This design comes from an exercise in tuning for small area, a short achievable clock period and few clock cycles on the open sky130 flow, not from production work. Only simulation tests tie the RTL to the original design; equivalence was not proved. Power figures rest on the tool's default switching activity, not on a simulated workload.

build 2:
==> flow/design.v <==
module bubble_sort(
input clk,
input rst_n,
input [63:0] data,
input en,
output logic [7:0] data_o,
output logic [63:0] data_sort_o,
output logic wr_en,
output logic last
);
function automatic logic le8(input logic [7:0] x, input logic [7:0] y);
  logic [7:0] g, l;
  logic gt;
  g = x & ~y;
  l = ~x & y;
  gt = 1'b0;
  for (int i = 0; i < 8; i++) begin
    logic t;
    t = g[i];
    for (int j = i + 1; j < 8; j++) t = t & ~g[j] & ~l[j];
    gt = gt | t;
  end
  le8 = ~gt;
endfunction
logic [7:0] lo [4];      
logic [7:0] hi [4];      
logic [55:0] srt;        
logic [2:0] cnt;         
logic busy;              
logic [7:0] pa [4], pb [4];
logic [3:0] ple;
always_comb
  for (int i = 0; i < 4; i++) begin
    pa[i] = data[16*i +: 8];
    pb[i] = data[16*i+8 +: 8];
    ple[i] = le8(pa[i], pb[i]);
  end
logic c [4][4];          
logic [3:0] win;
always_comb begin
  for (int i = 0; i < 4; i++)
    for (int j = 0; j < 4; j++)
      c[i][j] = le8(lo[i], lo[j]);
  for (int i = 0; i < 4; i++) begin
    win[i] = busy;
    for (int j = 0; j < 4; j++)
      if (j > i) win[i] = win[i] & c[i][j];
      else if (j < i) win[i] = win[i] & ~c[j][i];
  end
end
logic [7:0] m, rem;
always_comb begin
  m = 8'd0;
  rem = 8'hff;
  for (int i = 0; i < 4; i++) begin
    m = m | (lo[i] & {8{win[i]}});
    rem = rem & lo[i];
  end
end
always_ff @(posedge clk) begin
  for (int i = 0; i < 4; i++)
    if (en) begin
      lo[i] <= ple[i] ? pa[i] : pb[i];
      hi[i] <= ple[i] ? pb[i] : pa[i];
    end else if (win[i]) begin
      lo[i] <= hi[i];
      hi[i] <= 8'hff;
    end
  if (busy) srt <= {srt[47:0], m};
  cnt <= en ? 3'd0 : cnt + 3'd1;
end
always_ff @(posedge clk or negedge rst_n)
  if (!rst_n) begin
    wr_en <= 1'b0;
    last  <= 1'b1;
  end else begin
    wr_en <= busy;
    last  <= ~(en | (busy & (cnt != 3'd6)));
  end
assign busy = ~last;
assign data_o = srt[7:0];
assign data_sort_o = {srt, rem};
endmodule
==> flow/config.mk <==
export PLATFORM = sky130hd
export DESIGN_NAME = bubble_sort
export DESIGN_NICKNAME = bubble_sort
export VERILOG_FILES = /design/flow/design.v
export SDC_FILE = /design/flow/constraint.sdc
export NUM_CORES = 4
export LEC_CHECK = 0
export ABC_AREA = 1
export CAP_MARGIN = 20
export CORE_MARGIN = 2
export CORE_UTILIZATION = 60
export CTS_BUF_LIST = sky130_fd_sc_hd__clkbuf_8
export SETUP_SLACK_MARGIN = 2.6
export SLEW_MARGIN = 20
export TNS_END_PERCENT = 5
==> flow/constraint.sdc <==
create_clock -name core_clock -period 5.0 [get_ports {clk}]
set_input_delay 1.0000 -clock core_clock [delete_from_list [all_inputs] [get_ports {clk}]]
set_output_delay 1.0000 -clock core_clock [all_outputs]
set_load 0.01 [all_outputs]
standard.sh (not shown) runs the stock make flow with config.mk's settings and CLKGATE_MAP_FILE= SYNTH_SCRIPT=/design/flow/synth_recipe.tcl, a recipe that flattens the netlist after the stock synthesis.
==> flow/flow/run.sh <==
#!/bin/bash
set -euo pipefail
export BUFFER_PORTS_ARGS="-buffer_cell sky130_fd_sc_hd__buf_1"
export CTS_ARGS="-sink_clustering_enable -repair_clock_nets -dont_use_dummy_load -buf_list sky130_fd_sc_hd__clkbuf_8"
bash standard.sh > flow_standard.log 2>&1
Looking at the reports, build 2 completed the entire flow and the layout it produced met the timing, DRC and antenna checks.
Testbench counts of build 2, summed over its fixed seeds: cycles 12,800.
Changes in build 15 relative to build 2:
Settings: TNS_END_PERCENT: 5 -> 10; SETUP_SLACK_MARGIN: 2.6 -> 2.55.
## What came out
Build 15: no failed stages, no open violations at the end
The via count on build 2 is in line with that on build 15.
Going from build 2 to build 15, combinational share of power shrinks by 0.3 points.
Routed metal-1 wirelength: build 2 vs build 15, no meaningful difference
The share of post-route cells with drive strength above 1 reported for build 15 is smaller than that of build 2 by 0.49 points.
Sort build 15 and build 2 by setup fix buffers added after clock tree synthesis, descending, and build 2 comes first.
Status: global-route wire length before repair parity (build 2, build 15)
Compared to build 2, build 15 has met3 wirelength from detailed routing about 0.6% lower.
From build 2 to build 15 the numbers moved as follows: internal power fell by about 0.33%; ratio of routed vias to standard cells shows no meaningful change; overall power was more or less identical.
In the reports for build 15 and build 2, the larger number of nets in the finished design belongs to build 2.
Edits applied to the flow inputs when going from build 15 to build 59:
Settings: a change of SETUP_SLACK_MARGIN from 2.55 to 2.7.
==> flow/flow/run.sh <==
#!/bin/bash
set -euo pipefail
export BUFFER_PORTS_ARGS="-buffer_cell sky130_fd_sc_hd__buf_1"
export CTS_ARGS="-sink_clustering_enable -repair_clock_nets -dont_use_dummy_load -buf_list sky130_fd_sc_hd__clkbuf_8 -sink_clustering_size 30 -sink_clustering_max_diameter 80"
bash standard.sh > flow_standard.log 2>&1
Notes after the runs:
Relative to build 15, the area of all placed cells without fillers of build 59 is higher by 240 um2. Build 59 vs. build 15: routed length on met1 went up by 160 um. For the share of the clock period used by the worst path after layout, build 59 came in 1.5 points lower than build 15 did. Summary of build 59 over build 15: total number of clock tree sinks has remained practically unchanged, power in sequential cells has remained practically unchanged, actual transition at the worst max-transition pin has decreased, total track usage has increased. Wire length of the first global-routing pass in build 59 is about 2.3% higher than in build 15. Build 59 ends up with a final wirelength that is 4.4% higher than in build 15. data_sort_o[6] as the termination of the worst setup path was reported by build 15, and data_sort_o[1] by build 59. Build 59 against build 15: power has increased, layout cell share with drive strength beyond 1 went up.
diff inputs: build 59 => build 50
Settings: SETUP_SLACK_MARGIN: 2.7 -> 2.4; TNS_END_PERCENT: 10 -> 5.
==> flow/flow/run.sh <==
#!/bin/bash
set -euo pipefail
export BUFFER_PORTS_ARGS="-buffer_cell sky130_fd_sc_hd__buf_1"
bash standard.sh > flow_standard.log 2>&1
==> comparison <==
Build 50 | status: complete | timing, DRC, antenna: pass. Summary of build 50 over build 59: global routing usage on met3 fell 1.2 points, relative slew slack fell 5.2 points, share of power burned in registers fell 1.1 points, via count of the first global-routing pass fell 204, multi-input gate share of the layout cell area fell 0.43 points. Summary of build 50 over build 59: final wirelength -8.9%, relative area of non-clock buffer cells in the final design fell by 3.2 points. Design area was higher in the run labelled build 59. Between build 59 and build 50, final design utilization is lower for build 50, build 59 comes in above that. Setup slack: build 50 less than build 59. Final period demand of the worst path in build 50 is 260 ps higher than in build 59.
Here is what was changed in the inputs of build 11 compared with build 50.
Settings: SETUP_SLACK_MARGIN now 2.7, was 2.4; TNS_END_PERCENT now 25, was 5.
--- a/flow/flow/run.sh
+++ b/flow/flow/run.sh
@@ -3,0 +4 @@
+export CTS_ARGS="-sink_clustering_enable -repair_clock_nets -dont_use_dummy_load -buf_list sky130_fd_sc_hd__clkbuf_8"
--- outcome ---
Slew at the pin closest to its max-slew limit for build 11: 72 ps down relative to build 50
Of the two values seen for endpoint of the worst setup timing path, data_sort_o[1] was produced by build 50 and data_sort_o[6] by build 11.
[build 11] final critical delay including setup and external delays fell 240 ps relative to build 50
Max total power across build 50 and build 11: build 50
Relative to build 50, total global-route track usage has increased by 2.0 points in build 11.
Build 50 was smaller in final cell area than build 11.
For maximum cell stage delay along the critical path, build 50 and build 11 come out practically identical.

## separate check: timing with driven ports
How much do the figures lean on ideal ports? The routed layouts below were timed once more, with nothing changed but the port constraints.
Step 1: set_driving_cell puts a clkbuf_16 on clk and a buf_2 on each other input, an assumption about the parent block.
Step 2 also shifts input and output timing later by t, the mid clock arrival at the registers, as if the neighbouring blocks saw the same clock.
a / b / c = ideal / step 1 / step 2; a / b = the first two.
run	shift t [ns]	setup slack, ns	worst hold slack (ns)	clock arrival spread, ns	slew at the worst register clock pin (ns)
build 2	0.471	2.513 / 2.476 / 2.093	0.327 / 0.317 / 0.442	0.014 / 0.015	0.07 / 0.07
build 15	0.469	2.512 / 2.476 / 2.102	0.330 / 0.323 / 0.440	0.016 / 0.016	0.07 / 0.07
build 59	0.467	2.586 / 2.550 / 2.334	0.332 / 0.321 / 0.440	0.016 / 0.016	0.07 / 0.07
build 50	0.468	2.331 / 2.292 / 2.070	0.362 / 0.344 / 0.449	0.009 / 0.009	0.07 / 0.07
build 11	0.465	2.570 / 2.533 / 2.377	0.334 / 0.323 / 0.441	0.016 / 0.015	0.07 / 0.07
After both steps every run listed still meets setup and hold. For build 2, which loses most, drivers alone change the setup slack by -0.037 ns; drivers and shift together by -0.420 ns.
